From an optimization exercise on the open Yosys and OpenROAD flow, aimed at small area, a short achievable clock period and few clock cycles; shortcuts taken in it are not production practice. At most, simulation tests tie the RTL to the original design; equivalence was not proved. No activity file was given, so power comes from the tool's default toggle rates.

==> inputs of job 7431 <==
Design Riscv151, start of the top module:
module Riscv151 #(
    parameter CPU_CLOCK_FREQ    = 100_000_000,
    parameter RESET_PC          = 32'h4000_0000,
    parameter BAUD_RATE         = 115200
) (
    input  clk,
    input  rst,
    input  FPGA_SERIAL_RX,
    output FPGA_SERIAL_TX,
    output [31:0] csr,
    output [13:0] imem_addra,
    input  [31:0] imem_douta,
    output [13:0] imem_addrb,
    output [31:0] imem_dinb,
    output [3:0]  imem_web,
    output [11:0] bios_addra,
    input  [31:0] bios_douta,
    output [11:0] bios_addrb,
    input  [31:0] bios_doutb,
    output [13:0] dmem_addra,
    output [31:0] dmem_dina,
    output [3:0]  dmem_wea,
    input  [31:0] dmem_douta
);
clock: 10.0 ns
lec_check: 0
cap_margin: 20
core_margin: 2
core_utilization: 40
setup_slack_margin: 5
slew_margin: 20
run.sh (not shown) runs the stock make flow with config.mk's settings and CLKGATE_MAP_FILE= SYNTH_SCRIPT=/design/flow/synth_recipe.tcl, a recipe that flattens the netlist after the stock synthesis.
==> job 4985 (differences from job 7431) <==
--- a/flow/design.v
+++ b/flow/design.v
@@ -84,20 +84,15 @@
     input  [31:0] dmem_douta
 );
     reg  [31:2] pcF;               
     reg  [31:2] pcD;               
     reg         vD;                
-    reg         hitD;              
-    reg  [1:0]  idxD;              
-    reg  [11:0] offD;              
     reg         vX;
     reg  [31:0] opA, opB, aux;     
+    reg         fwdA, fwdB, fwdS;  
     reg  [4:0]  rdX;
-    reg         wenX, ldX, stX, brX, jalrX, csrX, predX, biosX, subX, hitX;
-    reg  [1:0]  idxX;
-    reg  [7:0]  tagX;
-    reg  [11:0] boX;               
+    reg         wenX, ldX, stX, brX, jalrX, csrX, predX, biosX, subX;
     reg  [2:0]  f3X;
     reg         rAdd, rSll, rSlt, rSltu, rXor, rSr, rOr, rAnd, rAux, sraX;
     reg  [31:0] resM, wdM;
     reg  [3:0]  dweM, iweM;
     reg         stM, ldM, wenM;
@@ -117,23 +112,10 @@
                 if (wenW && rdW == gi) rf[gi] <= wbW;
         end
     endgenerate
     assign imem_addra = pcF[15:2];
     assign bios_addra = pcF[13:2];
-    reg         bv [0:3];
-    reg  [7:0]  btag [0:3];
-    reg  [11:0] boff [0:3];
-    reg  [1:0]  bptr;
-    wire [3:0]  bm;
-    generate
-        for (gi = 0; gi < 4; gi = gi + 1) begin : g_bm
-            assign bm[gi] = bv[gi] && (btag[gi] == pcF[9:2]);
-        end
-    endgenerate
-    wire        bhit = |bm;
-    wire [1:0]  bidx = bm[0] ? 2'd0 : bm[1] ? 2'd1 : bm[2] ? 2'd2 : 2'd3;
-    wire [11:0] bo   = bm[0] ? boff[0] : bm[1] ? boff[1] : bm[2] ? boff[2] : boff[3];
     wire [31:0] inst = pcD[30] ? bios_douta : imem_douta;
     wire [4:0]  opc  = inst[6:2];
     wire [2:0]  f3   = inst[14:12];
     wire [4:0]  rdD  = inst[11:7];
     wire [4:0]  rs1  = inst[19:15];
@@ -152,13 +134,12 @@
     wire use1  = isJALR | isBR | isLD | isST | isOPI | isOP | (isCSR & ~f3[2]);
     wire use2  = isBR | isST | isOP;
     wire [31:0] immI = {{20{inst[31]}}, inst[31:20]};
     wire [31:0] immS = {{20{inst[31]}}, inst[31:25], inst[11:7]};
     wire [31:0] immU = {inst[31:12], 12'b0};
-    wire [31:2] immBJ = inst[3] ? {{12{inst[31]}}, inst[19:12], inst[20], inst[30:22]}
-                                : {{20{inst[31]}}, inst[7], inst[30:25], inst[11:9]};
-    wire [31:2] tgtD = pcD + immBJ;
+    wire [31:2] immB = {{20{inst[31]}}, inst[7], inst[30:25], inst[11:9]};
+    wire [31:2] immJ = {{12{inst[31]}}, inst[19:12], inst[20], inst[30:22]};
     wire ldXw = vX & ldX & wenX;
     wire ldMw = ldM & wenM;
     wire hit1X = (rs1 == rdX), hit2X = (rs2 == rdX);
     wire hit1M = (rs1 == rdM), hit2M = (rs2 == rdM);
     wire replay = vD & ((use1 & ((ldXw & hit1X) | (ldMw & hit1M))) |
@@ -178,23 +159,21 @@
         for (k = 1; k < 32; k = k + 1) begin
             rf1 = rf1 | ({32{oh1[k]}} & rf[k]);
             rf2 = rf2 | ({32{oh2[k]}} & rf[k]);
         end
     end
-    wire fX1 = vX & wenX & ~ldX & hit1X;
-    wire fX2 = vX & wenX & ~ldX & hit2X;
     wire fM1 = wenM & ~ldM & hit1M, fM2 = wenM & ~ldM & hit2M;
     wire fW1 = wenW & (rs1 == rdW),  fW2 = wenW & (rs2 == rdW);
-    wire [31:0] rs1m = fM1 ? resM : fW1 ? wbW : rf1;
-    wire [31:0] rs2m = fM2 ? resM : fW2 ? wbW : rf2;
-    wire predT  = isJAL | (isBR & (hitD | inst[31]));
-    wire offOk  = (offD == immBJ[13:2]) && (immBJ[31:13] == {19{offD[11]}});
-    wire dWrong = vD & (predT ? ~(hitD & offOk) : hitD);
-    wire [31:2] pcD1 = pcD + 30'd1;
-    wire [31:2] dTarget = predT ? tgtD : pcD1;
-    wire [31:0] A = opA;
-    wire [31:0] B = opB;
+    wire [31:0] rs1v = fM1 ? resM : fW1 ? wbW : rf1;
+    wire [31:0] rs2v = fM2 ? resM : fW2 ? wbW : rf2;
+    wire fX1 = vX & wenX & hit1X;
+    wire fX2 = vX & wenX & hit2X;
+    wire [31:2] tgtD = pcD + (isJAL ? immJ : immB);
+    wire predD = isBR & inst[31];
+    wire [31:0] A = fwdA ? resM : opA;
+    wire [31:0] B = fwdB ? resM : opB;
+    wire [31:0] S = fwdS ? resM : aux;
     wire [32:0] sum = {1'b0, A} + {1'b0, B ^ {32{subX}}} + {32'd0, subX};
     wire ltu = ~sum[32];
     wire lt  = (A[31] ^ B[31]) ? A[31] : sum[31];
     wire eq  = (A == B);
     wire [31:0] shl = A << B[4:0];
@@ -214,78 +193,45 @@
     wire xRedirect = misp | xjalr;
     wire [31:2] xTarget = jalrX ? sum[31:2] : aux[31:2];
     wire [1:0] ao = sum[1:0];
     wire [3:0] smask = (f3X[1:0] == 2'b00) ? (4'b0001 << ao) :
                        (f3X[1:0] == 2'b01) ? (ao[1] ? 4'b1100 : 4'b0011) : 4'b1111;
-    wire [31:0] sdata = (f3X[1:0] == 2'b00) ? {4{aux[7:0]}} :
-                        (f3X[1:0] == 2'b01) ? {2{aux[15:0]}} : aux;
+    wire [31:0] sdata = (f3X[1:0] == 2'b00) ? {4{S[7:0]}} :
+                        (f3X[1:0] == 2'b01) ? {2{S[15:0]}} : S;
     wire toImem = sum[29] & biosX;
-    wire dRedir = dWrong & ~replay;
+    wire dRedirect = vD & (isJAL | predD);
     always @(posedge clk) begin
         if (rst) begin
             pcF <= RESET_PC[31:2];
             vD  <= 1'b0;
         end else begin
-            if (xRedirect)      pcF <= xTarget;
-            else if (replay)    pcF <= pcD;
-            else if (dRedir)    pcF <= dTarget;
-            else if (bhit)      pcF <= pcF + {{18{bo[11]}}, bo};
-            else                pcF <= pcF + 30'd1;
-            vD <= ~(xRedirect | replay | dRedir);
-        end
-        pcD  <= pcF;
-        hitD <= bhit;
-        idxD <= bidx;
-        offD <= bo;
-    end
-    wire insX  = misp & ~predX;
-    wire dropX = misp & predX & hitX;
-    wire insD  = dRedir & predT;
-    wire dropD = dRedir & ~predT;
-    integer bi;
-    always @(posedge clk) begin
-        if (rst) begin
-            for (bi = 0; bi < 4; bi = bi + 1) bv[bi] <= 1'b0;
-            bptr <= 2'd0;
-        end else if (insX) begin
-            bv[bptr] <= 1'b1;
-            btag[bptr] <= tagX;
-            boff[bptr] <= boX;
-            bptr <= bptr + 2'd1;
-        end else if (dropX) begin
-            bv[idxX] <= 1'b0;
-        end else if (insD) begin
-            bv[hitD ? idxD : bptr] <= 1'b1;
-            btag[hitD ? idxD : bptr] <= pcD[9:2];
-            boff[hitD ? idxD : bptr] <= immBJ[13:2];
-            if (!hitD) bptr <= bptr + 2'd1;
-        end else if (dropD) begin
-            bv[idxD] <= 1'b0;
+            if (xRedirect)       pcF <= xTarget;
+            else if (replay)     pcF <= pcD;
+            else if (dRedirect)  pcF <= tgtD;
+            else                 pcF <= pcF + 30'd1;
+            vD <= ~(xRedirect | replay | dRedirect);
         end
+        pcD <= pcF;
     end
     always @(posedge clk) begin
         if (rst) vX <= 1'b0;
-        else     vX <= vD & ~replay & ~xRedirect;
-        opA  <= (fX1 & use1) ? resX :
-                isAUIPC ? {pcD, 2'b00} :
-                (isLUI | isCSR & f3[2]) ? {27'd0, rs1 & {5{isCSR}}} : rs1m;
-        opB  <= (fX2 & (isOP | isBR)) ? resX :
-                (isOP | isBR) ? rs2m : isST ? immS : (isLUI | isAUIPC) ? immU : immI;
-        aux  <= (fX2 & isST) ? resX :
-                isST ? rs2m : (isBR & ~predT) ? {tgtD, 2'b00} : {pcD1, 2'b00};
+        else     vX <= vD & ~xRedirect & ~replay;
+        opA  <= isAUIPC ? {pcD, 2'b00} :
+                (isLUI | isCSR & f3[2]) ? {27'd0, rs1 & {5{isCSR}}} : rs1v;
+        opB  <= (isOP | isBR) ? rs2v : isST ? immS : (isLUI | isAUIPC) ? immU : immI;
+        aux  <= isST ? rs2v : (isBR & ~predD) ? {tgtD, 2'b00} : {pcF, 2'b00};
+        fwdA <= fX1 & use1;
+        fwdB <= fX2 & (isOP | isBR);
+        fwdS <= fX2 & isST;
         rdX  <= rdD;
         wenX <= wenD;
         ldX  <= isLD;
         stX  <= isST;
         brX  <= isBR;
         jalrX <= isJALR;
         csrX <= isCSR;
-        predX <= predT;
-        hitX <= hitD;
-        idxX <= idxD;
-        tagX <= pcD[9:2];
-        boX  <= immBJ[13:2];
+        predX <= predD;
         biosX <= pcD[30];
         f3X  <= f3;
         subX <= isBR | ((isOP | isOPI) & (f3 == 3'b010 || f3 == 3'b011)) |
                 (isOP & f3 == 3'b000 & inst[30]);
         sraX <= inst[30];
@@ -334,13 +280,13 @@
         end
         resW <= resM;
         rdW  <= rdM;
         f3W  <= f3M;
     end
-    wire ioS = stM & resM[31];
-    wire tx_valid = ioS & (resM[7:0] == 8'h08);
-    wire cnt_clr  = ioS & (resM[7:0] == 8'h18);
+    wire ioM = stM & resM[31];
+    wire tx_valid = ioM & (resM[7:0] == 8'h08);
+    wire cnt_clr  = ioM & (resM[7:0] == 8'h18);
     wire rx_pop   = ldW & resW[31] & (resW[7:0] == 8'h04);
     wire tx_ready, rx_valid;
     wire [7:0] rx_data;
     reg  [31:0] cyc_cnt, ins_cnt;
     always @(posedge clk) begin
--- a/flow/config.mk
+++ b/flow/config.mk
@@ -6,7 +6,6 @@
 export NUM_CORES = 8
 export LEC_CHECK = 0
 export CAP_MARGIN = 20
 export CORE_MARGIN = 2
 export CORE_UTILIZATION = 40
-export SETUP_SLACK_MARGIN = 5
 export SLEW_MARGIN = 20
==> notes <==
Between job 7431 and job 4985, the lower synthesized cell count is in job 4985 (gap 4.3%, measured against job 4985).
Against job 7431, the worst hold slack of job 4985 is better by 0.013 ns.
Between job 4985 and job 7431, the lower global-route usage is in job 7431 (gap 3.1 points).
Between job 4985 and job 7431, the lower clock power is in job 4985 (gap about 6%, measured against job 7431).
Against job 4985, the final cell count of job 7431 is higher by about 6.4%.
==> figures <==
| item | job 4985 | job 7431 |
|---|---|---|
| Status | complete, no violations | complete, no violations |
| Switching share of total power | 32.32% | 30.44% |
| Post-Place Worst Slack | 2.367 ns | 2.372 ns |
| Fraction of the mapped netlist area in simple logic gates | 10.78% | 10.25% |
| Clock-pin transition on the worst setup and hold timing paths | 0.06 ns | 0.07 ns |
| Worst supply voltage drop on vdd | 0.1280 mV | 0.1837 mV |
| End point of the critical path | aux[27] | opA[25] |
| Average wire per cell in the routed design | 41.25 um | 38.43 um |
| Starting utilization of the core area | 40.23% | 40.10% |
| Share of total power in sequential cells | 41.6% | 43.4% |
| Final standard cell area without fillers | 0.08601 mm^2 | 0.09448 mm^2 |
Testbench counts of job 7431, summed over its fixed seeds: cycles 224,309.
For job 4985, only the layout was checked, not whether the RTL still works.

## what the ideal ports hide
No port has a modelled driver above. Below, the same layouts with a new extraction and two added sets of constraints. Step 1 sets driving cells, clkbuf_16 on the clock port and buf_2 on the other inputs (assumed; they add their load-dependent delay and slew). Step 2 also shifts input and output timing later by t, the mid clock arrival at the registers, as if the neighbouring blocks saw the same clock. Slacks: no drivers / after step 1 / after step 2; pairs: no drivers / after step 1.
run | t, ns | setup slack, ns | latest minus earliest clock arrival (ns)
job 7431 | 0.921 | 4.848 / 4.882 / 3.961 | 0.062 / 0.062
job 4985 | 0.927 | 2.842 / 2.886 / 1.958 | 0.065 / 0.065
After both steps setup and hold are still met in every run listed. The setup slack of job 7431, which loses most, moves by +0.034 ns with the drivers and by -0.887 ns with both steps.
